Context: an optimization exercise on an open-source flow, tuned for small area. The choices shown serve that exercise and are no tape-out recipe.
In this exercise RTL edits were held to simulation tests only and were not proved equivalent to the original.
No activity file was given, so power comes from the tool's default toggle rates.

## flow/flow/run.sh

```bash
#!/bin/bash
# Layout flow: the standard synthesis, then the combinational logic between
# the registers is re-mapped by ABC for area (registers are kept untouched, with
# their names and cell types), then the rest of the standard layout with
# clock-tree synthesis without dummy loads and larger sink clusters, single-drive
# port buffers.
set -euo pipefail
LIB=$FLOW_HOME/platforms/sky130hd/lib/sky130_fd_sc_hd__tt_025C_1v80.lib
R=orfs/results/sky130hd/spi_intface/base
export CTS_ARGS="-sink_clustering_enable -repair_clock_nets -dont_use_dummy_load -buf_list sky130_fd_sc_hd__clkbuf_16 -sink_clustering_size 25 -sink_clustering_max_diameter 80"
export BUFFER_PORTS_ARGS="-buffer_cell sky130_fd_sc_hd__buf_1"

# 1. standard synthesis
bash standard.sh synth > standard_synth.log 2>&1

# 2. re-map the combinational logic
python3 flow/mkmap.py $LIB cellmap.v > mkmap.log 2>&1
cp $R/1_2_yosys.v synth_standard.v
DU=""
for c in sky130_fd_sc_hd__lpflow_bleeder_1 sky130_fd_sc_hd__lpflow_clkbufkapwr_1 sky130_fd_sc_hd__lpflow_clkbufkapwr_16 \
         sky130_fd_sc_hd__lpflow_clkbufkapwr_2 sky130_fd_sc_hd__lpflow_clkbufkapwr_4 sky130_fd_sc_hd__lpflow_clkbufkapwr_8 \
         sky130_fd_sc_hd__lpflow_clkinvkapwr_1 sky130_fd_sc_hd__lpflow_clkinvkapwr_16 sky130_fd_sc_hd__lpflow_clkinvkapwr_2 \
         sky130_fd_sc_hd__lpflow_clkinvkapwr_4 sky130_fd_sc_hd__lpflow_clkinvkapwr_8 sky130_fd_sc_hd__lpflow_decapkapwr_12 \
         sky130_fd_sc_hd__lpflow_decapkapwr_3 sky130_fd_sc_hd__lpflow_decapkapwr_4 sky130_fd_sc_hd__lpflow_decapkapwr_6 \
         sky130_fd_sc_hd__lpflow_decapkapwr_8 sky130_fd_sc_hd__lpflow_inputiso0n_1 sky130_fd_sc_hd__lpflow_inputiso0p_1 \
         sky130_fd_sc_hd__lpflow_inputiso1n_1 sky130_fd_sc_hd__lpflow_inputiso1p_1 sky130_fd_sc_hd__lpflow_inputisolatch_1 \
         sky130_fd_sc_hd__lpflow_isobufsrc_1 sky130_fd_sc_hd__lpflow_isobufsrc_16 sky130_fd_sc_hd__lpflow_isobufsrc_2 \
         sky130_fd_sc_hd__lpflow_isobufsrc_4 sky130_fd_sc_hd__lpflow_isobufsrc_8 sky130_fd_sc_hd__lpflow_isobufsrckapwr_16 \
         sky130_fd_sc_hd__lpflow_lsbuf_lh_hl_isowell_tap_1 sky130_fd_sc_hd__lpflow_lsbuf_lh_hl_isowell_tap_2 sky130_fd_sc_hd__probe_p_8 \
         sky130_fd_sc_hd__probec_p_8; do
  DU="$DU -dont_use $c"
done
yosys -l resynth.log -p "
  read_liberty -lib $LIB
  read_verilog cellmap.v
  read_verilog synth_standard.v
  hierarchy -top spi_intface
  flatten
  proc
  techmap
  opt -fast
  opt_clean
  rename -hide w:*.*
  abc -liberty $LIB $DU -script flow/resynth.abc
  opt_clean -purge
  hilomap -singleton -hicell sky130_fd_sc_hd__conb_1 HI -locell sky130_fd_sc_hd__conb_1 LO
  splitnets
  opt_clean -purge
  insbuf -buf sky130_fd_sc_hd__buf_4 A X
  stat -liberty $LIB
  write_verilog -noattr -noexpr -nohex -nodec synth_resynth.v
" > resynth.stdout 2>&1
cp synth_resynth.v $R/1_2_yosys.v
rm -f $R/1_synth.odb $R/1_synth.sdc

# 3. the rest of the standard layout
bash standard.sh > standard.log 2>&1
```

## flow/flow/mkmap.py

```python
# Writes a Verilog model (assign statements) of every combinational cell of a
# liberty file, so that yosys can flatten a mapped netlist back into logic.
import re, sys
lib = open(sys.argv[1]).read()
out = []
for c in re.split(r'\n\s*cell\s*\(', lib)[1:]:
    name = c.split(')')[0].strip('"')
    if re.search(r'\b(ff|latch|statetable)\s*\(', c):
        continue
    pins = re.findall(r'\n\s*pin\s*\(\s*"?(\w+)"?\s*\)\s*\{(.*?)\n\s{8}\}', c, re.S)
    ins, outs, ok = [], [], True
    for pn, body in pins:
        d = re.search(r'direction\s*:\s*"?(\w+)"?', body)
        if not d:
            continue
        if d.group(1) == 'input':
            ins.append(pn)
        elif d.group(1) == 'output':
            f = re.search(r'function\s*:\s*"([^"]*)"', body)
            if not f:
                ok = False
                break
            outs.append((pn, f.group(1).replace('!', '~')))
    if not ok or not outs or not ins:
        continue
    out.append("module %s(%s);\n%s\n%s\n%s\nendmodule\n" % (
        name, ", ".join(ins + [o for o, _ in outs]),
        "\n".join("  input %s;" % i for i in ins),
        "\n".join("  output %s;" % o for o, _ in outs),
        "\n".join("  assign %s = %s;" % (o, f) for o, f in outs)))
open(sys.argv[2], 'w').write("\n".join(out))
print("%d cells" % len(out))
```

## flow/flow/resynth.abc

```
strash
&get -n
&deepsyn -T 240
&put
dch -f
amap
topo
```

## flow/standard.sh

```bash
#!/bin/bash
# synth_recipe.tcl (not shown) runs the flow's synth.tcl, then flattens the netlist and writes it again
# the make line also repeats each setting of config.mk as NAME=value (left out here)
make -C /OpenROAD-flow-scripts/flow DESIGN_CONFIG=/design/flow/config.mk WORK_HOME=/design/flow/orfs CLKGATE_MAP_FILE= SYNTH_SCRIPT=/design/flow/synth_recipe.tcl "${@:-finish}"
```

## flow/config.mk

```make
export PLATFORM = sky130hd
export DESIGN_NAME = spi_intface
export DESIGN_NICKNAME = spi_intface
export VERILOG_FILES = /design/flow/design.v
export SDC_FILE = /design/flow/constraint.sdc
export NUM_CORES = 4
export LEC_CHECK = 0
export CAP_MARGIN = 20
export CORE_MARGIN = 2
export CORE_UTILIZATION = 40
export SLEW_MARGIN = 20
```

## flow/constraint.sdc

```tcl
create_clock -name core_clock -period 12.0 [get_ports {S_SYSCLK}]
set_input_delay 2.4000 -clock core_clock [delete_from_list [all_inputs] [get_ports {S_SYSCLK}]]
set_output_delay 2.4000 -clock core_clock [all_outputs]
set_load 0.01 [all_outputs]
```

## flow/design.v

```verilog
module spi_clk_gen #
(parameter integer C_DIVIDER_WIDTH = 8)
(
    input  sysclk,
    input  rst_n,
    input  enable,
    input  go,
    input  CPOL,
    input  [C_DIVIDER_WIDTH-1:0] divider_i,
    output reg clk_out,
    output reg pos_edge,
    output reg neg_edge
);
reg [C_DIVIDER_WIDTH-1:0] cnt;
wire cnt_zero = (cnt == {C_DIVIDER_WIDTH{1'b0}});
wire cnt_one  = (cnt == {{C_DIVIDER_WIDTH-1{1'b0}}, 1'b1});
wire div_zero = ~(|divider_i);
always @(posedge sysclk)
begin
    if (rst_n == 1'b0)
        cnt <= {C_DIVIDER_WIDTH{1'b1}};
    else if (!enable || cnt_zero)
        cnt <= divider_i;
    else
        cnt <= cnt - 1'b1;
end
always @(posedge sysclk)
begin
    if (rst_n == 1'b0)
        clk_out <= CPOL;
    else if (enable)
        clk_out <= clk_out ^ cnt_zero;
    else
        clk_out <= CPOL;
end
always @(posedge sysclk)
begin
    if (rst_n == 1'b0) begin
        pos_edge <= 1'b0;
        neg_edge <= 1'b0;
    end
    else begin
        pos_edge <= (enable && !clk_out && cnt_one) || (div_zero && clk_out) || (div_zero && go && !enable);
        neg_edge <= (enable && clk_out && cnt_one) || (div_zero && !clk_out && enable);
    end
end
endmodule
module spi_intface # (parameter NCS = 4)
(
    input  wire S_SYSCLK,   
    input  wire S_RESETN,   
    input  wire [7:0] S_AWADDR,
    input  wire [31: 0] S_WDATA,
    input  wire [3 : 0] S_WSTRB,
    input  wire S_REG_WEN,
    input  wire [7 : 0]  S_ARADDR,
    output wire [31 : 0] S_RDATA,
    input  wire S_REG_RDEN,
    output wire S_INTERRUPT,
    output wire S_SPI_SCK,
    input  wire S_SPI_MISO,
    input  wire S_SPI_MOSI_I,
    output wire S_SPI_MOSI_O,
    output wire S_SPI_MOSI_OE,
    output wire [NCS-1:0] S_SPI_SEL
);
 localparam REG_WIDTH           = 32;
localparam NBITS_PER_WORD      = 32;
localparam NBITS_PER_BYTE      = 8;
localparam NBYTES_PER_WORD   = (NBITS_PER_WORD / NBITS_PER_BYTE);
localparam NBITS_CHAR_LEN_MAX  = 16;
localparam C_ADDR_WIDTH = 8;
localparam C_DATA_WIDTH = 32;
localparam ADDR_SPMODE       = 8'h00;
localparam ADDR_SPIE         = 8'h04;
localparam ADDR_SPIM         = 8'h08;
localparam ADDR_SPCOM        = 8'h0c;
localparam ADDR_SPITF        = 8'h10;
localparam ADDR_SPIRF        = 8'h14;
localparam ADDR_REV0         = 8'h18;
localparam ADDR_REV1         = 8'h1c;
localparam ADDR_CSMODE0      = 8'h20;
localparam ADDR_CSMODE1      = 8'h24;
localparam ADDR_CSMODE2      = 8'h28;
localparam ADDR_CSMODE3      = 8'h2c;
localparam SPMODE_EN         = 31;
localparam SPMODE_LOOP       = 30;
localparam SPMODE_TXTHR_HI   = 13;
localparam SPMODE_TXTHR_LO   = 8;
localparam SPMODE_RXTHR_HI   = 4;
localparam SPMODE_RXTHR_LO   = 0;
localparam SPIE_RXCNT_HI     = 29;
localparam SPIE_RXCNT_LO     = 24;
localparam SPIE_TXCNT_HI     = 21;
localparam SPIE_TXCNT_LO     = 16;
localparam SPIE_TXE          = 15;
localparam SPIE_DON          = 14;
localparam SPIE_RXT          = 13;
localparam SPIE_RXF          = 12;
localparam SPIE_TXT          = 11;
localparam SPIE_RNE          = 9;
localparam SPIE_TNF          = 8;
localparam SPIM_TXE          = SPIE_TXE;
localparam SPIM_DON          = SPIE_DON;
localparam SPIM_RXT          = SPIE_RXT;
localparam SPIM_RXF          = SPIE_RXF;
localparam SPIM_TXT          = SPIE_TXT;
localparam SPIM_RNE          = SPIE_RNE;
localparam SPIM_TNF          = SPIE_TNF;
localparam SPCOM_CS_HI       = 31;
localparam SPCOM_CS_LO       = 30;
localparam SPCOM_TO          = 27;  
localparam SPCOM_RSKIP_HI    = 23;  
localparam SPCOM_RSKIP_LO    = 16;
localparam SPCOM_TRANLEN_HI  = 15;
localparam SPCOM_TRANLEN_LO  = 0;
localparam CSMODE_CPOL      = 31;  
localparam CSMODE_CPHA      = 30;  
localparam CSMODE_REV       = 29;
localparam CSMODE_DIV16     = 28;
localparam CSMODE_PM_HI     = 27;
localparam CSMODE_PM_LO     = 24;
localparam CSMODE_3WIRE     = 23;
localparam CSMODE_POL       = 20;  
localparam CSMODE_LEN_HI    = 19;
localparam CSMODE_LEN_LO    = 16;
localparam CSMODE_CSBEF_HI  = 15;
localparam CSMODE_CSBEF_LO  = 12;
localparam CSMODE_CSAFT_HI  = 11;
localparam CSMODE_CSAFT_LO  = 8;
localparam CSMODE_CSCG_HI   = 7;
localparam CSMODE_CSCG_LO   = 3;
localparam NBITS_TXTHR      = SPMODE_TXTHR_HI - SPMODE_TXTHR_LO + 1;
localparam NBITS_RXTHR      = SPMODE_RXTHR_HI - SPMODE_RXTHR_LO + 1;
localparam NBITS_RXCNT      = SPIE_RXCNT_HI - SPIE_RXCNT_LO + 1;
localparam NBITS_TXCNT      = SPIE_TXCNT_HI - SPIE_TXCNT_LO + 1;
localparam NBITS_CS         = SPCOM_CS_HI - SPCOM_CS_LO + 1;
localparam NBITS_RSKIP      = SPCOM_RSKIP_HI - SPCOM_RSKIP_LO + 1;
localparam NBITS_TRANLEN    = SPCOM_TRANLEN_HI - SPCOM_TRANLEN_LO + 1;
localparam NBITS_PM         = CSMODE_PM_HI - CSMODE_PM_LO + 1;
localparam NBITS_CHARLEN    = CSMODE_LEN_HI - CSMODE_LEN_LO + 1;
localparam NBITS_CSBEF      = CSMODE_CSBEF_HI - CSMODE_CSBEF_LO + 1;
localparam NBITS_CSAFT      = CSMODE_CSAFT_HI - CSMODE_CSAFT_LO + 1;
localparam NBITS_CSCG       = CSMODE_CSCG_HI - CSMODE_CSCG_LO + 1;
localparam SPMODE_DEF       = (16 << SPMODE_TXTHR_LO)|(15 << SPMODE_RXTHR_LO);
localparam SPIE_DEF         = 32 << SPIE_TXCNT_LO|(1<<SPIE_TNF)|(1<<SPIE_TXE);
localparam SPIM_DEF         = 32'h0000_0000;
localparam SPCOM_DEF        = 32'h0000_0000;
localparam SPITF_DEF        = 32'h0000_0000;
localparam SPIRF_DEF        = 32'h0000_0000;
localparam CSMODE_DEF       = 1 << CSMODE_POL;
localparam NBYTES_TXFIFO     = 1 << (NBITS_TXCNT - 1);
localparam NBYTES_RXFIFO     = 1 << (NBITS_RXCNT - 1);
localparam NWORD_TXFIFO      = NBYTES_TXFIFO / NBYTES_PER_WORD;
localparam NWORD_RXFIFO      = NBYTES_TXFIFO / NBYTES_PER_WORD;
localparam FRAME_SM_IDLE      = 3'd0;
localparam FRAME_SM_BEF_WAIT  = 3'd1;
localparam FRAME_SM_DATA_WAIT = 3'd2;
localparam FRAME_SM_IN_TRANS  = 3'd3;
localparam FRAME_SM_AFT_WAIT  = 3'd4;
localparam FRAME_SM_CG_WAIT   = 3'd5;
wire rstn = S_RESETN;
reg [31:0] SPMODE;
reg [31:0] SPIM;
reg [31:0] SPCOM;
reg [31:0] SPIRF;
reg [31:0] CSXMODE [0:3];
reg [31:0] SPI_TXFIFO [0:7];
reg [31:0] SPI_RXFIFO [0:7];
reg        ie_txe, ie_don, ie_rxt, ie_rxf, ie_txt, ie_rne, ie_tnf;
reg [5:0]  ie_rxcnt, ie_txcnt;
wire [31:0] SPIE = {2'b00, ie_rxcnt, 2'b00, ie_txcnt, ie_txe, ie_don, ie_rxt,
                    ie_rxf, ie_txt, 1'b0, ie_rne, ie_tnf, 8'h00};
reg        csmodex_updated;
reg [31:0] csmodex;
reg [1:0]  cs_idx;
reg        spcom_updated;
reg        spirf_updated;
reg [2:0]  spitf_idx;
reg [15:0] num_spitf_upd;
reg [3:0]  spi_sel;
reg [3:0]  cnt_csbef;
reg [3:0]  cnt_csaft;
reg [4:0]  cnt_cscg;
reg        t_spi_mosi;
reg        chr_go;
reg        chr_done;
reg [3:0]  char_bit_cnt;
reg [15:0] char_trx_idx;
reg        frame_go;
reg        frame_done;
reg        frame_next_start;
reg [2:0]  frame_state;
reg [15:0] data_rx;
reg        mosi_r;
reg [15:0] char_rx_idx;
reg [4:0]  spirf_char_idx;
reg [2:0]  spirf_rd_idx;
reg [15:0] nbytes_read_from_spirf;
wire        EN     = SPMODE[SPMODE_EN];
wire        LOOP   = SPMODE[SPMODE_LOOP];
wire [5:0]  TXTHR  = SPMODE[SPMODE_TXTHR_HI:SPMODE_TXTHR_LO];
wire [4:0]  RXTHR  = SPMODE[SPMODE_RXTHR_HI:SPMODE_RXTHR_LO];
wire [1:0]  SPCOM_CS = SPCOM[SPCOM_CS_HI:SPCOM_CS_LO];
wire        TO     = SPCOM[SPCOM_TO];
wire [7:0]  RSKIP  = SPCOM[SPCOM_RSKIP_HI:SPCOM_RSKIP_LO];
wire [15:0] TRANLEN = SPCOM[SPCOM_TRANLEN_HI:SPCOM_TRANLEN_LO];
wire [31:0] CSMODE = CSXMODE[SPCOM_CS];
wire        CPOL   = CSMODE[CSMODE_CPOL];
wire        CPHA   = CSMODE[CSMODE_CPHA];
wire        REV    = CSMODE[CSMODE_REV];
wire        DIV16  = CSMODE[CSMODE_DIV16];
wire [3:0]  PM     = CSMODE[CSMODE_PM_HI:CSMODE_PM_LO];
wire        W3     = CSMODE[CSMODE_3WIRE];
wire        POL    = CSMODE[CSMODE_POL];
wire [3:0]  LEN    = CSMODE[CSMODE_LEN_HI:CSMODE_LEN_LO];
wire [3:0]  CSBEF  = CSMODE[CSMODE_CSBEF_HI:CSMODE_CSBEF_LO];
wire [3:0]  CSAFT  = CSMODE[CSMODE_CSAFT_HI:CSMODE_CSAFT_LO];
wire [4:0]  CSCG   = CSMODE[CSMODE_CSCG_HI:CSMODE_CSCG_LO];
wire        WIDE   = LEN[3];           
wire st_idle  = (frame_state == FRAME_SM_IDLE);
wire st_trans = (frame_state == FRAME_SM_IN_TRANS);
wire st_cg    = (frame_state == FRAME_SM_CG_WAIT);
wire spi_brg_go = ~st_idle & ~frame_go;
wire [15:0] num_spitf_trx = WIDE ? {1'b0, char_trx_idx[15:1]} : {2'b00, char_trx_idx[15:2]};
wire        TXE = (num_spitf_trx == num_spitf_upd);
wire [15:0] num_bytes_to_mosi = WIDE ? {char_trx_idx[14:0], 1'b0} : char_trx_idx;
wire [15:0] nbytes_need_tx = {num_spitf_upd[13:0], 2'b00} - num_bytes_to_mosi;
wire [15:0] TXCNT = (|num_spitf_upd) ? 16'd32 - nbytes_need_tx : 16'd32;
wire        TNF = (TXCNT > 16'd3);
wire        TXT = (TXCNT < {10'd0, TXTHR});
wire [15:0] nbytes_rx_from_miso = WIDE ? {char_rx_idx[15:1], 1'b0} : char_rx_idx;
wire [15:0] nvalid = nbytes_rx_from_miso - nbytes_read_from_spirf;
wire        RNE = |nvalid;
wire        RXF = |nvalid[15:5];
wire        RXT = RXF | (nvalid[4:0] > RXTHR);
wire [5:0]  RXCNT = RXF ? 6'd32 : {1'b0, nvalid[4:0]};
wire brg_clk, brg_pos_edge, brg_neg_edge;
wire o_spi_mosi = st_trans & mosi_r;
wire i_spi_mosi = t_spi_mosi ? S_SPI_MOSI_I : o_spi_mosi;
wire i_spi_miso = W3 ? i_spi_mosi : S_SPI_MISO;
wire din = LOOP ? o_spi_mosi : i_spi_miso;
assign S_SPI_SCK     = st_trans ? brg_clk : CPOL;
assign S_SPI_SEL     = spi_sel;
assign S_SPI_MOSI_O  = o_spi_mosi;
assign S_SPI_MOSI_OE = ~t_spi_mosi;
assign S_INTERRUPT   = |(SPIM & SPIE);
wire first_edge  = CPOL ? brg_neg_edge : brg_pos_edge;
wire second_edge = CPOL ? brg_pos_edge : brg_neg_edge;
wire char_end = REV ? (char_bit_cnt == 4'd0) : (char_bit_cnt == LEN);
wire [3:0] cbc_step = REV ? char_bit_cnt - 4'd1 : char_bit_cnt + 4'd1;
wire [3:0] cbc_init = CPHA ? (REV ? LEN + 4'd1 : 4'hf) : (REV ? LEN : 4'h0);
wire wr_ok   = S_REG_WEN & (&S_WSTRB);
wire [5:0] wa = S_AWADDR[7:2];
wire wr_spmode = wr_ok & (wa == 6'd0);
wire wr_spie   = wr_ok & (wa == 6'd1);
wire wr_spim   = wr_ok & (wa == 6'd2);
wire wr_spcom  = wr_ok & (wa == 6'd3) & (st_idle | st_cg);
wire wr_spitf  = wr_ok & (wa == 6'd4) & EN & TNF;
wire wr_csm    = wr_ok & (wa[5:2] == 4'd2);
wire [31:0] wd0 = S_WDATA & {32{rstn}};
wire [31:0] wd1 = S_WDATA | {32{~rstn}};
always @(posedge S_SYSCLK) begin
    if (~rstn | wr_spmode)
        SPMODE <= {wd0[31:13], wd1[12], wd0[11:4], wd1[3:0]};
    if (~rstn | wr_spim)
        SPIM <= wd0;
    if (~rstn | wr_spcom)
        SPCOM <= wd0;
    csmodex <= {wd0[31:21], wd1[20], wd0[19:0]};
    cs_idx  <= S_AWADDR[3:2] & {2{rstn}};
end
integer i, j, k, m;
reg [31:0] tf_last;
always @(posedge S_SYSCLK)
    if (~rstn | wr_spitf)
        tf_last <= wd0;
always @(posedge S_SYSCLK) begin
    for (i = 0; i < 8; i = i + 1)
        if (~rstn | (wr_spitf & (spitf_idx == i)))
            SPI_TXFIFO[i] <= wd0;
end
always @(posedge S_SYSCLK) begin
    if (!rstn) begin
        csmodex_updated <= 0;
        spcom_updated <= 0;
        spirf_updated <= 0;
        spitf_idx <= 0;
        num_spitf_upd <= 0;
    end
    else begin
        csmodex_updated <= wr_csm;
        spcom_updated <= wr_spcom & EN;
        spirf_updated <= S_REG_RDEN & (S_ARADDR == ADDR_SPIRF);
        if (!EN || frame_done) begin
            spitf_idx <= 0;
            num_spitf_upd <= 0;
        end
        if (wr_spitf) begin
            spitf_idx <= spitf_idx + 1'b1;
            num_spitf_upd <= num_spitf_upd + 1'b1;
        end
    end
end
always @(posedge S_SYSCLK) begin
    if (!rstn) begin
        ie_txe <= 1'b1; ie_tnf <= 1'b1; ie_txt <= 1'b0; ie_rne <= 1'b0;
        ie_rxf <= 1'b0; ie_rxt <= 1'b0; ie_don <= 1'b0;
        ie_rxcnt <= 6'd0; ie_txcnt <= 6'd32;
    end
    else begin
        ie_txe   <= TXE & ~(wr_spie & S_WDATA[SPIE_TXE]);
        ie_tnf   <= TNF & ~(wr_spie & S_WDATA[SPIE_TNF]);
        ie_txt   <= TXT & ~(wr_spie & S_WDATA[SPIE_TXT]);
        ie_rne   <= RNE & ~(wr_spie & S_WDATA[SPIE_RNE]);
        ie_rxf   <= RXF & ~(wr_spie & S_WDATA[SPIE_RXF]);
        ie_rxt   <= RXT & ~(wr_spie & S_WDATA[SPIE_RXT]);
        ie_don   <= (ie_don | frame_done) & ~(wr_spie & S_WDATA[SPIE_DON]);
        ie_rxcnt <= RXCNT & ~({6{wr_spie}} & S_WDATA[SPIE_RXCNT_HI:SPIE_RXCNT_LO]);
        ie_txcnt <= TXCNT[5:0] & ~({6{wr_spie}} & S_WDATA[SPIE_TXCNT_HI:SPIE_TXCNT_LO]);
    end
end
wire [31:0] cm0 = csmodex & {32{rstn}};
wire [31:0] cm1 = csmodex | {32{~rstn}};
always @(posedge S_SYSCLK) begin
    for (j = 0; j < 4; j = j + 1)
        if (~rstn | (csmodex_updated & (cs_idx == j)))
            CSXMODE[j] <= {cm0[31:21], cm1[20], cm0[19:0]};
end
reg [3:0] cbc_nx;
always @(*) begin
    cbc_nx = char_bit_cnt;
    if (chr_go || spcom_updated)
        cbc_nx = cbc_init;
    if (second_edge && st_trans && !CPHA)
        cbc_nx = cbc_step;
    if (first_edge && st_trans && CPHA)
        cbc_nx = cbc_step;
    if (!rstn)
        cbc_nx = 4'd0;
end
always @(posedge S_SYSCLK)
    char_bit_cnt <= cbc_nx;
always @(posedge S_SYSCLK)
begin
    if (!rstn) begin
        data_rx <= 0;
        spi_sel <= 4'hf;
        cnt_csbef <= 0;
        cnt_csaft <= 0;
        cnt_cscg  <= 0;
        t_spi_mosi <= 0;
        chr_go       <= 0;
        chr_done     <= 0;
        char_trx_idx <= 0;
        frame_go   <= 0;
        frame_done <= 0;
        frame_next_start <= 0;
        frame_state <= FRAME_SM_IDLE;
    end
    else begin
        if (csmodex_updated)
            spi_sel[cs_idx] <= csmodex[CSMODE_POL];
        if (frame_go) begin
            frame_go <= 0;
            t_spi_mosi <= 1'b0;
            char_trx_idx <= 0;
            spi_sel[SPCOM_CS] <= ~POL;
        end
        if (frame_done) begin
            frame_done <= 0;
            char_trx_idx <= 0;
        end
        if (chr_done) begin
            chr_done <= 0;
            if (!TO && W3 && (|RSKIP) && (char_trx_idx == {8'd0, RSKIP}))
                t_spi_mosi <= 1'b1;
            if (st_trans && TXE)
                frame_state <= FRAME_SM_DATA_WAIT;
        end
        if (chr_go) begin
            chr_go <= 0;
            data_rx <= 0;
        end
        if (spcom_updated) begin
            char_trx_idx <= 0;
            if (st_idle) begin
                frame_go <= 1;
                frame_state <= FRAME_SM_BEF_WAIT;
                cnt_cscg <= CSCG;
            end
            else begin
                frame_next_start <= 1;
            end
            cnt_csbef <= CSBEF;
            cnt_csaft <= CSAFT;
        end
        if (second_edge) begin
            if (st_trans) begin
                if (CPHA)
                    data_rx[char_bit_cnt] <= din;
                if (char_end) begin
                    chr_done <= 1;
                    if (char_trx_idx == TRANLEN) begin
                        char_trx_idx <= 0;
                        frame_state <= FRAME_SM_AFT_WAIT;
                    end
                    else begin
                        char_trx_idx <= char_trx_idx + 1'b1;
                        chr_go <= 1;
                    end
                end
            end
            case (frame_state)
                FRAME_SM_BEF_WAIT:
                    if (|cnt_csbef)
                        cnt_csbef <= cnt_csbef - 1'b1;
                    else if (TXE)
                        frame_state <= FRAME_SM_DATA_WAIT;
                    else begin
                        chr_go <= 1;
                        frame_state <= FRAME_SM_IN_TRANS;
                    end
                FRAME_SM_DATA_WAIT:
                    if (!TXE) begin
                        frame_state <= FRAME_SM_IN_TRANS;
                        chr_go <= 1;
                    end
                FRAME_SM_AFT_WAIT:
                    if (|cnt_csaft)
                        cnt_csaft <= cnt_csaft - 1'b1;
                    else begin
                        frame_done <= 1;
                        frame_state <= FRAME_SM_CG_WAIT;
                        spi_sel[SPCOM_CS] <= POL;
                    end
                FRAME_SM_CG_WAIT:
                    if (|cnt_cscg)
                        cnt_cscg <= cnt_cscg - 1'b1;
                    else begin
                        if (frame_next_start) begin
                            frame_state <= FRAME_SM_BEF_WAIT;
                            frame_next_start <= 0;
                            frame_go <= 1;
                            cnt_cscg <= CSCG;
                        end
                        else
                            frame_state <= FRAME_SM_IDLE;
                    end
                default: ;
            endcase
        end
        if (first_edge && st_trans && !CPHA)
            data_rx[char_bit_cnt] <= din;
    end
end
wire [2:0] tx_word = WIDE ? char_trx_idx[3:1] : char_trx_idx[4:2];
wire [4:0] tx_bit  = WIDE ? {char_trx_idx[0], cbc_nx[3:0]} : {char_trx_idx[1:0], cbc_nx[2:0]};
wire [31:0] tx_w = SPI_TXFIFO[tx_word];
always @(posedge S_SYSCLK)
    mosi_r <= rstn & ~(~WIDE & cbc_nx[3]) & tx_w[tx_bit];
wire rx_ev = second_edge & ~TO & st_trans & char_end;
wire [3:0] llen = (LEN == 4'd13 && !spirf_char_idx[0]) ? 4'd12 : LEN;
reg  [15:0] rx_char;
always @(*) begin
    if (CPHA) begin
        if (REV)
            rx_char = {data_rx[15:1], din};
        else begin
            for (k = 0; k < 16; k = k + 1)
                rx_char[k] = (k < llen) ? data_rx[k] : ((k == llen) ? din : 1'b0);
        end
    end
    else
        rx_char = data_rx;
    if (!WIDE && CPHA)
        rx_char[15:8] = 8'h00;
end
wire [31:0] rf0 = SPIRF & {32{rstn & EN}};
always @(posedge S_SYSCLK) begin
    for (m = 0; m < 8; m = m + 1)
        if (~(rstn & EN) | (chr_done & ~TO & ((WIDE ? spirf_char_idx[3:1] : spirf_char_idx[4:2]) == m)))
            SPI_RXFIFO[m] <= rf0;
end
always @(posedge S_SYSCLK)
begin
    if (!rstn || !EN) begin
        SPIRF <= 0;
        char_rx_idx <= 0;
        spirf_char_idx <= 0;
        spirf_rd_idx <= 0;
        nbytes_read_from_spirf <= 0;
    end
    else begin
        if (spcom_updated) begin
            char_rx_idx <= 0;
            spirf_rd_idx <= 0;
            spirf_char_idx <= 0;
            nbytes_read_from_spirf <= 0;
        end
        if (spirf_updated && !TO && RNE) begin
            if (nvalid < 16'd4) begin
                spirf_rd_idx <= 0;
                spirf_char_idx <= 0;
                nbytes_read_from_spirf <= nbytes_rx_from_miso;
            end
            else begin
                spirf_rd_idx <= spirf_rd_idx + 1'b1;
                nbytes_read_from_spirf <= nbytes_read_from_spirf + 16'd4;
            end
        end
        if (chr_done && !TO) begin
            if (|char_rx_idx)
                spirf_char_idx <= spirf_char_idx + 1'b1;
            else
                spirf_char_idx <= 0;
        end
        if (rx_ev) begin
            if (~(|RSKIP))
                char_rx_idx <= char_rx_idx + 1'b1;
            else if (char_trx_idx >= {8'd0, RSKIP})
                char_rx_idx <= char_trx_idx + 1'b1 - {8'd0, RSKIP};
            else if (|char_rx_idx)
                char_rx_idx <= char_rx_idx + 1'b1;
            if (WIDE) begin
                if (spirf_char_idx[0])
                    SPIRF[31:16] <= rx_char;
                else
                    SPIRF <= {16'h0000, rx_char};
            end
            else begin
                case (spirf_char_idx[1:0])
                    2'd0: SPIRF        <= {16'h0000, rx_char};
                    2'd1: SPIRF[15:8]  <= rx_char[7:0];
                    2'd2: SPIRF[23:16] <= rx_char[7:0];
                    2'd3: SPIRF[31:24] <= rx_char[7:0];
                endcase
            end
        end
    end
end
spi_clk_gen #(.C_DIVIDER_WIDTH(8)) spi_brg (
    .sysclk(S_SYSCLK),
    .rst_n(rstn),
    .enable(spi_brg_go & EN),
    .go(spi_brg_go),
    .CPOL(CPOL),
    .divider_i(DIV16 ? {PM, 4'hf} : {4'h0, PM}),
    .clk_out(brg_clk),
    .pos_edge(brg_pos_edge),
    .neg_edge(brg_neg_edge)
);
reg [31:0] rdata;
always @(*) begin
    case (S_ARADDR)
        ADDR_SPMODE : rdata = SPMODE;
        ADDR_SPIE   : rdata = SPIE;
        ADDR_SPCOM  : rdata = SPCOM;
        ADDR_SPIM   : rdata = SPIM;
        ADDR_CSMODE0: rdata = CSXMODE[0];
        ADDR_CSMODE1: rdata = CSXMODE[1];
        ADDR_CSMODE2: rdata = CSXMODE[2];
        ADDR_CSMODE3: rdata = CSXMODE[3];
        ADDR_SPITF  : rdata = (|spitf_idx) ? tf_last : 32'd0;
        ADDR_SPIRF  : rdata = RNE ? SPI_RXFIFO[spirf_rd_idx] : 32'd0;
        default     : rdata = 32'd0;
    endcase
end
assign S_RDATA = rdata;
endmodule
localparam REG_WIDTH           = 32;
localparam NBITS_PER_WORD      = 32;
localparam NBITS_PER_BYTE      = 8;
localparam NBYTES_PER_WORD   = (NBITS_PER_WORD / NBITS_PER_BYTE);
localparam NBITS_CHAR_LEN_MAX  = 16;
localparam C_ADDR_WIDTH = 8;
localparam C_DATA_WIDTH = 32;
localparam ADDR_SPMODE       = 8'h00;
localparam ADDR_SPIE         = 8'h04;
localparam ADDR_SPIM         = 8'h08;
localparam ADDR_SPCOM        = 8'h0c;
localparam ADDR_SPITF        = 8'h10;
localparam ADDR_SPIRF        = 8'h14;
localparam ADDR_REV0         = 8'h18;
localparam ADDR_REV1         = 8'h1c;
localparam ADDR_CSMODE0      = 8'h20;
localparam ADDR_CSMODE1      = 8'h24;
localparam ADDR_CSMODE2      = 8'h28;
localparam ADDR_CSMODE3      = 8'h2c;
localparam SPMODE_EN         = 31;
localparam SPMODE_LOOP       = 30;
localparam SPMODE_TXTHR_HI   = 13;
localparam SPMODE_TXTHR_LO   = 8;
localparam SPMODE_RXTHR_HI   = 4;
localparam SPMODE_RXTHR_LO   = 0;
localparam SPIE_RXCNT_HI     = 29;
localparam SPIE_RXCNT_LO     = 24;
localparam SPIE_TXCNT_HI     = 21;
localparam SPIE_TXCNT_LO     = 16;
localparam SPIE_TXE          = 15;
localparam SPIE_DON          = 14;
localparam SPIE_RXT          = 13;
localparam SPIE_RXF          = 12;
localparam SPIE_TXT          = 11;
localparam SPIE_RNE          = 9;
localparam SPIE_TNF          = 8;
localparam SPIM_TXE          = SPIE_TXE;
localparam SPIM_DON          = SPIE_DON;
localparam SPIM_RXT          = SPIE_RXT;
localparam SPIM_RXF          = SPIE_RXF;
localparam SPIM_TXT          = SPIE_TXT;
localparam SPIM_RNE          = SPIE_RNE;
localparam SPIM_TNF          = SPIE_TNF;
localparam SPCOM_CS_HI       = 31;
localparam SPCOM_CS_LO       = 30;
localparam SPCOM_TO          = 27;  
localparam SPCOM_RSKIP_HI    = 23;  
localparam SPCOM_RSKIP_LO    = 16;
localparam SPCOM_TRANLEN_HI  = 15;
localparam SPCOM_TRANLEN_LO  = 0;
localparam CSMODE_CPOL      = 31;  
localparam CSMODE_CPHA      = 30;  
localparam CSMODE_REV       = 29;
localparam CSMODE_DIV16     = 28;
localparam CSMODE_PM_HI     = 27;
localparam CSMODE_PM_LO     = 24;
localparam CSMODE_3WIRE     = 23;
localparam CSMODE_POL       = 20;  
localparam CSMODE_LEN_HI    = 19;
localparam CSMODE_LEN_LO    = 16;
localparam CSMODE_CSBEF_HI  = 15;
localparam CSMODE_CSBEF_LO  = 12;
localparam CSMODE_CSAFT_HI  = 11;
localparam CSMODE_CSAFT_LO  = 8;
localparam CSMODE_CSCG_HI   = 7;
localparam CSMODE_CSCG_LO   = 3;
localparam NBITS_TXTHR      = SPMODE_TXTHR_HI - SPMODE_TXTHR_LO + 1;
localparam NBITS_RXTHR      = SPMODE_RXTHR_HI - SPMODE_RXTHR_LO + 1;
localparam NBITS_RXCNT      = SPIE_RXCNT_HI - SPIE_RXCNT_LO + 1;
localparam NBITS_TXCNT      = SPIE_TXCNT_HI - SPIE_TXCNT_LO + 1;
localparam NBITS_CS         = SPCOM_CS_HI - SPCOM_CS_LO + 1;
localparam NBITS_RSKIP      = SPCOM_RSKIP_HI - SPCOM_RSKIP_LO + 1;
localparam NBITS_TRANLEN    = SPCOM_TRANLEN_HI - SPCOM_TRANLEN_LO + 1;
localparam NBITS_PM         = CSMODE_PM_HI - CSMODE_PM_LO + 1;
localparam NBITS_CHARLEN    = CSMODE_LEN_HI - CSMODE_LEN_LO + 1;
localparam NBITS_CSBEF      = CSMODE_CSBEF_HI - CSMODE_CSBEF_LO + 1;
localparam NBITS_CSAFT      = CSMODE_CSAFT_HI - CSMODE_CSAFT_LO + 1;
localparam NBITS_CSCG       = CSMODE_CSCG_HI - CSMODE_CSCG_LO + 1;
localparam SPMODE_DEF       = (16 << SPMODE_TXTHR_LO)|(15 << SPMODE_RXTHR_LO);
localparam SPIE_DEF         = 32 << SPIE_TXCNT_LO|(1<<SPIE_TNF)|(1<<SPIE_TXE);
localparam SPIM_DEF         = 32'h0000_0000;
localparam SPCOM_DEF        = 32'h0000_0000;
localparam SPITF_DEF        = 32'h0000_0000;
localparam SPIRF_DEF        = 32'h0000_0000;
localparam CSMODE_DEF       = 1 << CSMODE_POL;
localparam NBYTES_TXFIFO     = 1 << (NBITS_TXCNT - 1);
localparam NBYTES_RXFIFO     = 1 << (NBITS_RXCNT - 1);
localparam NWORD_TXFIFO      = NBYTES_TXFIFO / NBYTES_PER_WORD;
localparam NWORD_RXFIFO      = NBYTES_TXFIFO / NBYTES_PER_WORD;
function integer clogb2 (input integer bit_depth);
begin
    for(clogb2=0; bit_depth > 0; clogb2=clogb2+1)
        bit_depth = bit_depth >> 1;
end
endfunction
```

==> results of run 1 <==
==> area by class of cell <==
class                      count  area, µm²
fill                        8825      54500
multi-input combinational   1815      11100
timing repair buffer         182       1010
antenna                        3       7.51
inverter                     292       1100
sequential                   989      27500
clock buffer                  48       1200
tap                         1287       1610
==> through the flow <==
stage | total power (W) | setup WS [ps] | instances | util, % | area [µm²]
detailed placement | 0.00453 | 2670 | 4565 | 43.2 | 42300
global route | 0.00638 | 1490 | 4613 | 44.4 | 43500
CTS | 0.00621 | 1920 | 4613 | 44.4 | 43500
floorplan | 0.00429 | 1250 | 3096 | - | 39300
finish | 0.00621 | 1830 | 4616 | 44.4 | 43500
global placement | 0.00452 | 2730 | 4565 | 43.1 | 42300
==> path summary, 6_finish.rpt <==
check               startpoint                end  slack [ps]  cells past startpoint
min reg2reg  num_spitf_upd[15]  num_spitf_upd[15]         480                      2
max reg2reg          SPCOM[30]   SPI_TXFIFO[4][1]        4300                     26
min          num_spitf_upd[15]  num_spitf_upd[15]         480                      2
max                  SPCOM[30]        S_RDATA[10]        1830                     25
==> sequential cells by signal, indices dropped and copies added (netlist names), 32 cells and up <==
name / flops
CSXMODE: 128
csmodex: 32
SPI_TXFIFO: 256
SPCOM: 32
SPIRF: 32
SPI_RXFIFO: 256
SPIM: 32
tf_last: 32
SPMODE: 32
==> metal layers <==
| layer | routed length [µm] | global-route usage, % | vias to the layer above | part of all wire [%] |
|---|---|---|---|---|
| met4 | 5470 | 9.39 | 6 | 4.2 |
| met1 | 52400 | 34.9 | 14200 | 41 |
| met5 | 28 | 0 | - | 0.022 |
| met2 | 58500 | 39.1 | 1604 | 45 |
| met3 | 12900 | 3.69 | 243 | 10 |
| li1 | - | - | 12700 | - |
==> layout by cell type, fill, tap and decap left out, types with 7 or more instances in the layout <==
master / count
sky130_fd_sc_hd__o2111ai_1: 13
sky130_fd_sc_hd__nor2_1: 352
sky130_fd_sc_hd__nor2b_1: 57
sky130_fd_sc_hd__o211ai_1: 12
sky130_fd_sc_hd__o22ai_1: 137
sky130_fd_sc_hd__clkinv_1: 291
sky130_fd_sc_hd__nor2b_2: 10
sky130_fd_sc_hd__a221o_1: 10
sky130_fd_sc_hd__o21ai_4: 18
sky130_fd_sc_hd__edfxtp_1: 768
sky130_fd_sc_hd__a22oi_1: 54
sky130_fd_sc_hd__nand2_1: 202
sky130_fd_sc_hd__buf_4: 87
sky130_fd_sc_hd__a211oi_1: 22
sky130_fd_sc_hd__or3_1: 21
sky130_fd_sc_hd__a221oi_1: 43
sky130_fd_sc_hd__nand3_1: 59
sky130_fd_sc_hd__or2_0: 22
sky130_fd_sc_hd__nor3_2: 13
sky130_fd_sc_hd__a31oi_1: 32
sky130_fd_sc_hd__nor2_2: 7
sky130_fd_sc_hd__a32oi_1: 8
sky130_fd_sc_hd__dfxtp_1: 221
sky130_fd_sc_hd__o221ai_1: 21
sky130_fd_sc_hd__o32ai_1: 28
sky130_fd_sc_hd__a2111oi_0: 20
sky130_fd_sc_hd__and3_1: 20
sky130_fd_sc_hd__buf_1: 94
sky130_fd_sc_hd__a22o_1: 25
sky130_fd_sc_hd__a222oi_1: 142
sky130_fd_sc_hd__o21a_1: 26
sky130_fd_sc_hd__nand4_1: 36
sky130_fd_sc_hd__o21ai_0: 148
sky130_fd_sc_hd__o41ai_1: 7
sky130_fd_sc_hd__nor3_1: 43
sky130_fd_sc_hd__clkbuf_16: 48
sky130_fd_sc_hd__nor4_1: 20
sky130_fd_sc_hd__o21bai_1: 9
sky130_fd_sc_hd__a21oi_1: 108
==> critical path: cells and delay by family, from the launching register on <==
family / cells / cell delay (ps)
and+or+nand+nor: 11 / 2030
DFF: 1 / 490
AOI/OAI and AO/OA: 7 / 1930
buffers and inverters: 7 / 2590
==> where the power goes <==
group | switching (W) | leakage (nW) | internal, W | total, W
Combinational | 0.000367 | 3.97 | 0.000116 | 0.000483
Clock | 0.00102 | 0.592 | 0.000715 | 0.00174
Sequential | 0.0000907 | 9.57 | 0.00390 | 0.00399
Total | 0.00148 | 14.1 | 0.00473 | 0.00621
==> notes.md, run 1 <==
* Maximum fanout count along the critical path: 19
- The count of endpoints failing hold in the final timing report was 0.
- Initial Utilization: 40.1%
* Fmax: 98.3 MHz
- Critical path start-end classification: flop to primary output
* RSZ-0062 raised after global routing: no
* Hold bufs inserted after CTS: 0
* Buffer levels on the longest clock path: 3
- The number of antenna violations at the first check in global routing is 9.
- In this run, CTS created clock tree buffers numbering 48.
- DIE WIDTH: 318 µm
- Actual transition at the worst max-transition pin: 1200 ps
* Share of post-route cells with drive strength above 1: 5.83%
* Detail-routed via count per cell: 6.23
* TritonCTS clock tree: yes
- Layout Nets: 3386
- For this run, the total global-route usage over all layers was measured as 24.8%.
- Clock-pin slew on the worst setup and hold paths: 100 ps
* Largest clock skew in the final design: 95.6 ps
- The number of setup buffers added after CTS is 0.
* Cell type with the highest occurrence count on the critical path: sky130_fd_sc_hd__clkinv_1
* Clock latency at the later pin of the worst-skew pair: 670 ps
- Cell at the root of the clock tree: sky130_fd_sc_hd__clkbuf_16
- The first global-routing pass estimated 185000 µm of wire.
- For this run, the slowest stage of the critical path takes 870 ps.
* Period utilization: 84.8%
- Total of endpoints with negative setup slack in the final report: 0
- First-pass iteration count of the detailed router: 7
- The flow ran to the end and the layout has no timing, DRC or antenna violations.
- Path class of the lowest-slack min-delay path: flop to flop
- VDD sags by at most 140 µV.
* Overflow after GRT: 0
- During placement, the flow inserted port buffers numbering 95.
- Subtracting the final worst setup slack from the clock period gives 10170 ps.
- Vias in the first global route: 26200
- Synthesized area divided by synthesized cell count: 12.7 µm²
- Data required time at the worst endpoint: 9600 ps
* Layout Area Growth over Synthesis: 10.7%
- The worst pin sits at a relative slew slack of 19.8%.
- The Yosys step of the flow raised 5 warnings.
* Worst Setup Start Kind: flop
* Post-synth net total: 3154
- The slowest stage of the critical path belongs to the cell sky130_fd_sc_hd__clkinv_1.
- Area of the core: 0.0980 mm²
- Measured along the y axis, the die boundary spans 318 µm.
- Synthesis produced 3096 cells.
- For this design, the sink count on the clock tree is 989.
* Cell area power density: 143 mW/mm²
- In this run the count of I/O pins placed on the die edge is 98.
- Full die area: 0.101 mm²
- After detailed routing, the average wire length per cell comes to 28.0 µm.
* Final routed DRC violation total: 0
- Cell area after technology mapping: 0.0393 mm²
* WL final: 129000 µm
- The wire-length estimate of the detail-placed layout is 86200 µm.
- Slew Limit Fails: 0
- In this run, post-CTS repair resized a total of 0 instances.
- Entering global routing, the biggest net connects 47 pins.
- CTS H-tree depth: 2
* Fin Setup TNS: 0 ps
- Via count: 28800
* Gpl congestion: 0.971
* Worst hold slack: 481 ps
* Cell Rows: 115
* Static power due to leakage: 14.1 nW
* DRC marker count from the first detailed-route iteration: 4223
- Crit end category: primary output
* DRT antenna net count: 0
- Data arrives at the worst endpoint at 7770 ps.
- Max capacitance violation total: 0
==> run 2: changes to the inputs <==
==> flow/flow/resynth.abc (replaced) <==
strash
&get -n
&deepsyn -T 360
&put
dch -f
amap -F 4 -A 8
topo
==> notes.md, run 2 <==
- Status: complete, no violations (unchanged)
- Count of placed standard cells including taps: 4467 (was 4565)
- Overflow after GRT: 0 (unchanged)
- Non-filler instance count after layout: 4518 (was 4616)
* Critical path launch point: SPCOM[30] (unchanged)
* Top-level port count: 98 (unchanged)
* Final Hold Violating Endpoints: 0 (unchanged)
- The via count of the first global-routing pass came to 26500 (was 26200).
- # clock sinks: 989 (unchanged)
* Cell Rows: 114 (was 115)
* Met1 usage in global routing: 34.5% (was 34.9%)
- The number of nets in the final layout came to 3301 (was 3386).
- DRT antenna net count: 0 (unchanged)
- The total wire length came to 128000 µm (was 129000 µm).
- Synthesized area divided by synthesized cell count: 12.9 µm² (was 12.7 µm²)
* Cell area power density: 145 mW/mm² (was 143 mW/mm²)
* Largest clock skew in the final design: 80.7 ps (was 95.6 ps)
- The area of the core came to 0.0966 mm² (was 0.0980 mm²).
- Cell type with the highest occurrence count on the critical path: sky130_fd_sc_hd__nor2_1 (was sky130_fd_sc_hd__clkinv_1)
- Critical path start-end classification: flop to primary output (unchanged)
- Minimum period implied by the final worst setup slack: 9460 ps (was 10170 ps)
- The estimated wirelength of the detail-placed design came to 84500 µm (was 86200 µm).
- The element type at the critical path end is a primary output (unchanged).
- The required arrival time at the worst endpoint was 9600 ps (about the same).
* TritonCTS clock tree: yes (unchanged)
* Internal reg-to-reg setup slack: 3080 ps (was 4300 ps)
- The synthesized netlist net count was 3069 (was 3154).
- The die extent in y came to 316 µm (was 318 µm).
- Gpl congestion: 0.974 (was 0.971)
* Hold bufs inserted after CTS: 0 (unchanged)
- The Yosys warning count came to 5 (unchanged).
- RSZ-0062 raised after global routing: no (unchanged).
- Maximum fanout count along the critical path: 24 (was 19)
- The hold path depth was 1 (was 2).
- The depth of the CTS H-tree is 2 (unchanged).
* Path class of the lowest-slack min-delay path: flop to flop (unchanged)
* Cells traversed along the worst timing path: clkinv_1 > nor2_1 > buf_4 > a22o_1 > a221oi_4 > nand2_1 > nand2_1 > o21ai_0 > o21ai_0 > nor2_1 > a21oi_1 > nor2_1 > a21oi_1 > nor2_1 > a21oi_1 > and4_1 > nor3b_1 > or3_1 > or2_0 > nor2_2 > buf_4 > a221oi_1 > nand4_1 > buf_1
* Clock latency at the later pin of the worst-skew pair: 650 ps (was 670 ps)
- The slowest cell on the critical path was sky130_fd_sc_hd__or2_0 (was sky130_fd_sc_hd__clkinv_1).
- Biggest registers after layout: SPI_RXFIFO: 256 flops, SPI_TXFIFO: 256 flops, CSXMODE: 128 flops (unchanged)
- The clock-pin slew on the worst setup and hold paths was 80 ps (was 100 ps).
* Data arrival time of the critical path: 7060 ps (was 7770 ps)
* Post-CTS Repair Setup Buffers: 0 (unchanged)
* Critical path depth: 24 (was 25)
- Total track usage: 25.1% (was 24.8%)
- Detail-routed via count per cell: 6.25 (was 6.23)
- Via count: 28200 (was 28800)
- Full die area: 0.0999 mm² (was 0.101 mm²)
- Fin Setup TNS: 0 ps (unchanged)
- The number of antenna violations at the first check in global routing is 3 (was 9).
* Final routed DRC violation total: 0 (unchanged)
* Maximum vdd ir drop: 100 µV (was 140 µV)
- The number of gates resized after CTS is 0 (unchanged).
- Worst reg2reg path depth: 29 (was 26)
* Total of endpoints with negative setup slack in the final report: 0 (unchanged)
* Worst path buffer plus inverter count: 4 (was 7)
* DIE WIDTH: 316 µm (was 318 µm)
- The maximum number of pins on one net before global-route repair came to 44 (was 47).
- The initial standard-cell utilization of the core came to 40.3% (was 40.1%).
- The synthesis-to-finish area growth came to 10.8% (was 10.7%).
* Cell area after technology mapping: 0.0389 mm² (was 0.0393 mm²)
- Per-cell routed wire length: 28.3 µm (was 28.0 µm)
- Static power due to leakage: 14.0 nW (was 14.1 nW)
- The period utilization came to 78.8% (was 84.8%).
* Slew Limit Fails: 0 (unchanged)
- The number of DRC markers in iteration 0 was 4093 (was 4223).
- Cell at the root of the clock tree: sky130_fd_sc_hd__clkbuf_16 (unchanged)
* First-pass iteration count of the detailed router: 9 (was 7)
- Critical R2R Capture: num_spitf_upd[13] (was SPI_TXFIFO[4][1])
- The number of port buffers came to 95 (unchanged).
- The worst-case clock buffer depth is 3 (unchanged).
* Share of post-route cells with drive strength above 1: 5.92% (was 5.83%)
- Reg-to-Reg Start: SPCOM[30] (unchanged)
- Most used routing layer: met2 (unchanged)
* Slew headroom: 21.7% (was 19.8%)
- CTS buffer count: 50 (was 48)
- Worst Setup Start Kind: flop (unchanged)
- CP top delay family: simple AND/OR/NAND/NOR gates (was buffers and inverters)
* Highest-count cells in the layout ignoring fill and taps: 768 x sky130_fd_sc_hd__edfxtp_1, 287 x sky130_fd_sc_hd__nor2_1, 273 x sky130_fd_sc_hd__clkinv_1 (was 768 x sky130_fd_sc_hd__edfxtp_1, 352 x sky130_fd_sc_hd__nor2_1, 291 x sky130_fd_sc_hd__clkinv_1)
- Actual transition at the worst max-transition pin: 1170 ps (was 1200 ps)
- The synthesized netlist cell count was 3011 (was 3096).
- First-pass GRT wire length: 183000 µm (was 185000 µm)
* Fmax: 106 MHz (was 98.3 MHz)
- The met3 usage in global routing is 4.65% (was 3.69%).
- Met2 routing resource usage after global routing: 39.6% (was 39.1%)
- Leading cell type in the layout, fill and taps excluded: sky130_fd_sc_hd__edfxtp_1 (unchanged)
* Worst hold slack: 464 ps (was 481 ps)
- The max capacitance violation total is 0 (unchanged).
- Crit path to: S_RDATA[5] (was S_RDATA[10])
- The longest individual stage delay on the worst path was 900 ps (was 870 ps).
-- run 2: cell count changes in the layout (fill, tap and decap cells not counted), moves of 11 or more --
cell / delta
sky130_fd_sc_hd__nor2_1: -65
sky130_fd_sc_hd__o22ai_1: +32
sky130_fd_sc_hd__a222oi_1: +22
sky130_fd_sc_hd__clkinv_1: -18
sky130_fd_sc_hd__a21oi_1: +12
sky130_fd_sc_hd__a2111oi_0: -11
sky130_fd_sc_hd__a22oi_1: +11
sky130_fd_sc_hd__o211ai_1: -11
-- run 2: metrics by stage --
stage	cell area [µm²]	total power, W	setup WS [ps]	utilization (%)
5_1_grt	43100	0.00642	2140	44.7
3_5_place_dp	41900	0.00453	3310	43.4
4_1_cts	43100	0.00625	2620	44.7
3_3_place_gp	41900	0.00452	3360	43.4
6_report	43200	0.00624	2540	44.7
2_1_floorplan	38900	0.00428	1510	-
-- run 2: worst min-delay path by stage --
stage / from / to
global route: num_spitf_upd[15] / num_spitf_upd[15]
finish: num_spitf_upd[15] / num_spitf_upd[15]
floorplan: spi_brg.cnt[7] / spi_brg.cnt[7]
detailed placement: spi_brg.cnt[7] / spi_brg.cnt[7]
CTS: num_spitf_upd[15] / num_spitf_upd[15]
global placement: num_spitf_upd[15] / num_spitf_upd[15]
-- run 2: layout make-up --
| cell class | instances | area [µm²] |
|---|---|---|
| Fill cell | 8766 | 53400 |
| Sequential cell | 989 | 27500 |
| Multi-Input combinational cell | 1748 | 10800 |
| Tap cell | 1276 | 1600 |
| Clock buffer | 50 | 1250 |
| Inverter | 274 | 1030 |
| Timing Repair Buffer | 180 | 998 |
| Antenna cell | 1 | 2.50 |
-- run 2: power breakdown --
part           leakage (nW)  switching (W)  internal [W]
Combinational          3.85       0.000367      0.000116
Clock                 0.616        0.00103      0.000743
Sequential             9.57      0.0000892       0.00390
-- run 2: layer usage --
layer	up-vias	part of all wire, %
met5	-	0.0055
met4	2	4.2
met3	218	9.8
met2	1479	45
met1	14000	41
li1	12500	-
==> run 3: changes to the inputs <==
==> flow/flow/resynth.abc (replaced) <==
strash
&get -n
&deepsyn -T 660
&put
dch -f
amap -F 4 -A 8
topo
==> notes.md, run 3 <==
- Maximum number of pins on one net before global-route repair: 56 (was 44)
* Total of cells resized after clock tree synthesis: 0 (unchanged)
* Fin Setup TNS: 0 ps (unchanged)
- Max capacitance violation total: 0 (unchanged)
- Hold bufs inserted after CTS: 0 (unchanged)
- The most used cell along the critical path was sky130_fd_sc_hd__o21ai_0 (was sky130_fd_sc_hd__nor2_1).
- The full die area was 0.0995 mm² (was 0.0999 mm²).
- Status: complete, no violations (unchanged)
* Via count: 27700 (was 28200)
- The period utilization is 74.5% (was 78.8%).
- Highest-count cells in the layout ignoring fill and taps: 768 x sky130_fd_sc_hd__edfxtp_1, 268 x sky130_fd_sc_hd__nor2_1, 257 x sky130_fd_sc_hd__clkinv_1 (was 768 x sky130_fd_sc_hd__edfxtp_1, 287 x sky130_fd_sc_hd__nor2_1, 273 x sky130_fd_sc_hd__clkinv_1).
- RSZ-0062 raised after global routing: no (unchanged).
- The largest fanout on the critical path was 32 (was 24).
* Worst path buffer plus inverter count: 5 (was 4)
- First-pass iteration count of the detailed router: 9 (unchanged)
* Final routed DRC violation total: 0 (unchanged)
* Height of the chip: 315 µm (was 316 µm)
- Actual transition at the worst max-transition pin: 1250 ps (was 1170 ps)
* Number of buffer cells added on primary ports: 95 (unchanged)
* Gate count of the mapped netlist: 2964 (was 3011)
- Total of endpoints with negative setup slack in the final report: 0 (unchanged)
- Biggest registers after layout: SPI_RXFIFO: 256 flops, SPI_TXFIFO: 256 flops, CSXMODE: 128 flops (unchanged).
- TritonCTS clock tree: yes (unchanged)
- Internal reg-to-reg setup slack: 3100 ps (was 3080 ps)
- The post-CTS setup-driven buffer insertion count came to 0 (unchanged).
* Cell area power density: 147 mW/mm² (was 145 mW/mm²)
- The area of the core came to 0.0964 mm² (was 0.0966 mm²).
* DIE WIDTH: 315 µm (was 316 µm)
- The worst-case clock buffer depth was 3 (unchanged).
- The count of final max-slew check failures was 0 (unchanged).
- Static power due to leakage: 13.9 nW (was 14.0 nW)
- Cell area after technology mapping: 0.0388 mm² (was 0.0389 mm²)
* Final design utilization: 44.4% (was 44.7%)
- Critical path start-end classification: flop to primary output (unchanged)
- Storage element area: 0.0275 mm² (unchanged)
- The worst min-delay path class is flop to flop (unchanged).
- The routability congestion estimate came to 0.942 (was 0.974).
* WL final: 123000 µm (was 128000 µm)
* Total track usage: 24.4% (was 25.1%)
- Slew headroom: 16.7% (was 21.7%)
- The Yosys warning count came to 5 (unchanged).
- The wire length of the first global-routing pass came to 178000 µm (was 183000 µm).
* Synthesized area divided by synthesized cell count: 13.1 µm² (was 12.9 µm²)
* DRC marker count from the first detailed-route iteration: 4104 (was 4093)
* Design area: 0.0428 mm² (was 0.0432 mm²)
- Largest clock skew in the final design: 82.3 ps (was 80.7 ps)
- The multi-input gate area in the final layout was 0.0106 mm² (was 0.0108 mm²).
- Maximum vdd ir drop: 124 µV (was 100 µV)
- The critical path arrival was 6540 ps (was 7060 ps).
- Post-synth net total: 3022 (was 3069)
- The final critical-path required period is 8940 ps (was 9460 ps).
- The longest individual stage delay on the worst path was 860 ps (was 900 ps).
- Worst Setup Start Kind: flop (unchanged)
- CTS H-tree depth: 2 (unchanged)
- Estimated wirelength of the detail-placed design: 79600 µm (was 84500 µm)
- The highest attainable clock frequency was 112 MHz (was 106 MHz).
- The number of nets in the final layout is 3242 (was 3301).
- # clock sinks: 989 (unchanged)
* Placed standard-cell area: 0.0416 mm² (was 0.0419 mm²)
* Leading cell type in the layout, fill and taps excluded: sky130_fd_sc_hd__edfxtp_1 (unchanged)
- The clock root buffer master was sky130_fd_sc_hd__clkbuf_16 (unchanged).
- The via count of the first global-routing pass came to 25800 (was 26500).
- The number of primary I/O pins came to 98 (unchanged).
- Layout Area Growth over Synthesis: 10.5% (was 10.8%)
- Crit end category: primary output (unchanged)
- The slowest cell on the critical path is sky130_fd_sc_hd__o21ai_0 (was sky130_fd_sc_hd__or2_0).
* Number of antenna violations at the first check in global routing: 6 (was 3)
* Initial Utilization: 40.2% (was 40.3%)
- The count of endpoints failing hold in the final timing report is 0 (unchanged).
- Overflow after GRT: 0 (unchanged)
* Data required time at the worst endpoint: 9600 ps (about the same)
- The clock latency of the later-clocked register in the worst-skew pair is 660 ps (was 650 ps).
- Worst hold slack: 483 ps (was 464 ps)
* Per-cell routed wire length: 27.6 µm (was 28.3 µm)
* Final-layout fill cell count: 8884 (was 8766)
* Share of post-route cells with drive strength above 1: 5.47% (was 5.92%)
- The count of nets left with antenna violations after detail routing was 0 (unchanged).
* CTS buffer count: 49 (was 50)
- Detail-routed via count per cell: 6.21 (was 6.25)
- Clock-pin slew on the worst setup and hold paths: 100 ps (was 80 ps)
* Cell Rows: 114 (unchanged)
- CP top delay family: compound AO/OA/AOI/OAI gates (was simple AND/OR/NAND/NOR gates)
* Cells traversed along the worst timing path: clkinv_1 > nor2_1 > buf_4 > clkinv_1 > o221ai_2 > nand2_1 > nand2_1 > o21ai_0 > o21ai_0 > o22ai_1 > o21ai_0 > and4_1 > and2_0 > or3_1 > or2_0 > nor3_2 > buf_4 > a221o_1 > a21oi_1 > nand3_1 > buf_1 (was clkinv_1 > nor2_1 > buf_4 > a22o_1 > a221oi_4 > nand2_1 > nand2_1 > o21ai_0 > o21ai_0 > nor2_1 > a21oi_1 > nor2_1 > a21oi_1 > nor2_1 > a21oi_1 > and4_1 > nor3b_1 > or3_1 > or2_0 > nor2_2 > buf_4 > a221oi_1 > nand4_1 > buf_1)
run 3: routing by layer:
metal	vias to the layer above	track usage, %	wire length [µm]
met5	-	0	42
met4	6	8.66	4610
met3	218	3.67	11000
met2	1310	39.3	57100
met1	13800	33.7	50400
li1	12300	-	-
run 3: area by class of cell:
cell class	count	area share (%)
Antenna cell	3	0.0175
Clock buffer	49	2.86
Inverter	258	2.27
Multi-Input combinational cell	1717	24.8
Sequential cell	989	64.2
Tap cell	1276	3.73
Timing Repair Buffer	169	2.14
run 3: final timing paths:
check,end,from,depth (start not counted)
hold / removal,spirf_rd_idx[2],spirf_rd_idx[2],1
hold reg to reg,spirf_rd_idx[2],spirf_rd_idx[2],1
setup reg to reg,num_spitf_upd[15],SPCOM[30],41
setup / recovery,S_RDATA[26],SPCOM[30],21
run 3: per-stage QoR:
step	instances	power [W]	setup slack [ps]
2_1_floorplan	2964	0.00435	1250
3_3_place_gp	4409	0.00462	3360
3_5_place_dp	4409	0.00463	3410
4_1_cts	4458	0.00632	3090
5_1_grt	4459	0.00651	2460
6_report	4461	0.00632	3060
run 3: power breakdown:
part	internal, W	total, W	leakage [nW]	switching, W
Clock	0.000729	0.00175	0.604	0.00102
Combinational	0.000151	0.000578	3.74	0.000427
Sequential	0.00390	0.00399	9.57	0.0000886
==> run 4: changes to the inputs <==
==> flow/flow/resynth.abc (replaced) <==
strash
&get -n
&deepsyn -T 1200
&put
dch -f
amap -F 4 -A 8
topo
==> notes.md, run 4 <==
- The clock root buffer master was sky130_fd_sc_hd__clkbuf_16 (unchanged).
- Number of antenna violations at the first check in global routing: 2 (was 6)
* TritonCTS clock tree: yes (unchanged)
* Initial Utilization: 40.3% (was 40.2%)
* Buffer levels on the longest clock path: 3 (unchanged)
- Power share of the combinational group: 8.3% (was 9.1%)
- The slew of the pin with the lowest slew margin is 1160 ps (was 1250 ps).
* Total of endpoints with negative setup slack in the final report: 0 (unchanged)
* Peak per-stage delay on the critical path: 900 ps (was 860 ps)
* Gate count of the mapped netlist: 2994 (was 2964)
* Estimated wirelength of the detail-placed design: 80600 µm (was 79600 µm)
* Height of the chip: 316 µm (was 315 µm)
* Data arrival time of the critical path: 7790 ps (was 6540 ps)
* Setup slack after placement: 2780 ps (was 3410 ps)
- The logic depth of the worst register-to-register path came to 28 (was 41).
- The hold path depth is 2 (was 1).
- Antenna diode count: 0 (was 3)
- Period utilization: 84.9% (was 74.5%)
- Slew headroom: 22.6% (was 16.7%)
- The wire length of the first global-routing pass was 179000 µm (was 178000 µm).
- The count of hold-fix buffers inserted at cts came to 0 (unchanged).
* Biggest registers after layout: SPI_RXFIFO: 256 flops, SPI_TXFIFO: 256 flops, CSXMODE: 128 flops (unchanged)
- The area of the core was 0.0964 mm² (unchanged).
* Static power due to leakage: 14.1 nW (was 13.9 nW)
- The number of search-and-repair iterations in the first detailed-routing pass came to 9 (unchanged).
- Highest-count cells in the layout ignoring fill and taps: 768 x sky130_fd_sc_hd__edfxtp_1, 295 x sky130_fd_sc_hd__clkinv_1, 244 x sky130_fd_sc_hd__nor2_1 (was 768 x sky130_fd_sc_hd__edfxtp_1, 268 x sky130_fd_sc_hd__nor2_1, 257 x sky130_fd_sc_hd__clkinv_1)
- Post-synth net total: 3052 (was 3022)
* CTS H-tree depth: 2 (unchanged)
- The required arrival time at the worst endpoint came to 9600 ps (about the same).
* Status: complete, no violations (unchanged)
* Maximum number of pins on one net before global-route repair: 52 (was 56)
- The sort of element at the start of the critical path is a flop (unchanged).
* Synth warnings: 5 (unchanged)
* Clock power share: 28.3% (was 27.7%)
- The final critical-path required period is 10190 ps (was 8940 ps).
- The full die area is 0.0996 mm² (was 0.0995 mm²).
- The number of DRC markers in iteration 0 is 4087 (was 4104).
- The slowest cell on the critical path is sky130_fd_sc_hd__nor2_4 (was sky130_fd_sc_hd__o21ai_0).
* CTS buffer count: 50 (was 49)
* DRT antenna net count: 0 (unchanged)
- The max capacitance violation total was 0 (unchanged).
- Share of post-route cells with drive strength above 1: 5.98% (was 5.47%)
- Worst hold slack: 471 ps (was 483 ps)
- Total track usage: 24.4% (about the same)
* Maximum fanout count along the critical path: 32 (unchanged)
- Fin Setup TNS: 0 ps (unchanged)
* Post-CTS Repair Setup Buffers: 0 (unchanged)
- The number of primary I/O pins is 98 (unchanged).
- Cell Rows: 114 (unchanged)
- Total of cells resized after clock tree synthesis: 0 (unchanged)
- The final worst slack was 1810 ps (was 3060 ps).
- The width of the die is 316 µm (was 315 µm).
* WL final: 124000 µm (was 123000 µm)
- The maximum VDD drop is 129 µV (was 124 µV).
- Slew Limit Fails: 0 (unchanged)
* Final Hold Violating Endpoints: 0 (unchanged)
- The number of DRC violations after detailed routing was 0 (unchanged).
- The instance count after placement with tap cells included came to 4451 (was 4409).
- Gpl congestion: 0.921 (was 0.942)
* Fmax: 98.1 MHz (was 112 MHz)
- Cell area power density: 146 mW/mm² (was 147 mW/mm²)
* Clock-pin slew on the worst setup and hold paths: 100 ps (about the same)
- Number of buffer cells added on primary ports: 95 (unchanged)
- The most frequent standard cell in the layout excluding fill and tap cells is sky130_fd_sc_hd__edfxtp_1 (unchanged).
* Final-layout fill cell count: 8869 (was 8884)
- The clock latency of the later-clocked register in the worst-skew pair came to 660 ps (about the same).
- The total internal power was 0.00477 W (was 0.00478 W).
- Critical path start-end classification: flop to primary output (unchanged)
- RSZ-0062 raised after global routing: no (unchanged)
- Detail-routed via count per cell: 6.20 (was 6.21)
* Per-cell routed wire length: 27.5 µm (was 27.6 µm)
* Final design utilization: 44.7% (was 44.4%)
- Non-filler instance count after layout: 4502 (was 4461)
- The switching share of total power came to 24.0% (was 24.4%).
- The total global routing overflow is 0 (unchanged).
- Crit end category: primary output (unchanged)
- The netlist area before placement came to 0.0388 mm² (about the same).
- The number of clock sinks was 989 (unchanged).
- The detailed-route via count is 27900 (was 27700).
* Switching Power: 0.00151 W (was 0.00154 W)
- The power share of the sequential group was 63.4% (was 63.1%).
- Path class of the lowest-slack min-delay path: flop to flop (unchanged)
- Largest clock skew in the final design: 71.3 ps (was 82.3 ps)
- Vias in the first global route: 26000 (was 25800)
- The synthesis-to-finish area growth is 10.9% (was 10.5%).
- The number of nets in the final layout was 3286 (was 3242).
- Synthesized area divided by synthesized cell count: 13.0 µm² (was 13.1 µm²)
-- run 4: stage by stage --
stage | instance area [µm²] | total power (W)
2_1_floorplan | 38800 | 0.00431
3_3_place_gp | 41800 | 0.00456
3_5_place_dp | 41800 | 0.00457
4_1_cts | 43100 | 0.00630
5_1_grt | 43100 | 0.00646
6_report | 43100 | 0.00628
-- run 4: area by class of cell --
| class | count | area, µm² | area share, % |
|---|---|---|---|
| repair buffers | 182 | 1010 | 2.35 |
| flip-flops and latches | 989 | 27500 | 63.8 |
| well taps | 1276 | 1600 | 3.71 |
| inverters | 296 | 1110 | 2.59 |
| multi-input cells | 1709 | 10600 | 24.6 |
| clock buffers | 50 | 1250 | 2.91 |
-- run 4: final timing paths --
path / start / to / slack [ps]
max: SPCOM[30] / S_RDATA[21] / 1810
min: spi_brg.cnt[7] / spi_brg.cnt[7] / 470
max reg2reg: SPCOM[30] / num_spitf_upd[15] / 4280
min reg2reg: spi_brg.cnt[7] / spi_brg.cnt[7] / 470
-- run 4: power groups by stage --
stage               Sequential [W]  Clock (W)  Combinational [W]
detailed placement         0.00406          0           0.000513
floorplan                  0.00403          0           0.000274
CTS                        0.00398    0.00180           0.000514
global placement           0.00405          0           0.000510
global route               0.00400    0.00191           0.000554
finish                     0.00398    0.00178           0.000521
-- run 4: routing by layer --
| metal | GRT usage [%] | share of wire [%] | vias to the layer above |
|---|---|---|---|
| met5 | 0 | 0.027 | - |
| met4 | 9.83 | 4.4 | 4 |
| met3 | 3.98 | 9.4 | 223 |
| met2 | 38.5 | 46 | 1344 |
| met1 | 33.7 | 41 | 13900 |
| li1 | - | - | 12400 |
-- run 4: critical path: cells and delay by family, from the launching register on --
family                 cells  cell delay [ps]
AOI/OAI and AO/OA          9             2310
buffers and inverters      5             1160
DFF                        1              470
and+or+nand+nor           12             3120

re-timing with driven ports:
In the flow no input, the clock included, has a driving cell. The finished layouts below were timed again as built, in two steps. Step 1, drivers: a clkbuf_16 drives S_SYSCLK and a buf_2 each remaining input, both assumed. Step 2 adds t to the input delays and takes it off the output delays; t is the mean of the earliest and latest rising clock arrival at the registers after step 1. Input paths then give back, and output paths get back, about the clock's delay inside the block. Slacks: ideal / step 1 / step 2; pairs: ideal / step 1.
| run | t, ns | setup slack, ns | worst hold slack (ns) | worst register clock-pin slew, ns | cell pins on the clock port's net |
|---|---|---|---|---|---|
| run 1 | 0.690 | 1.829 / 1.761 / 2.451 | 0.481 / 0.481 / 0.481 | 0.11 / 0.11 | 1 |
| run 2 | 0.680 | 2.542 / 2.474 / 3.083 | 0.464 / 0.464 / 0.464 | 0.11 / 0.11 | 1 |
| run 3 | 0.684 | 3.059 / 2.992 / 3.101 | 0.483 / 0.483 / 0.483 | 0.10 / 0.10 | 1 |
| run 4 | 0.694 | 1.806 / 1.741 / 2.435 | 0.471 / 0.471 / 0.471 | 0.11 / 0.11 | 1 |
After both steps setup and hold are still met in every run listed.
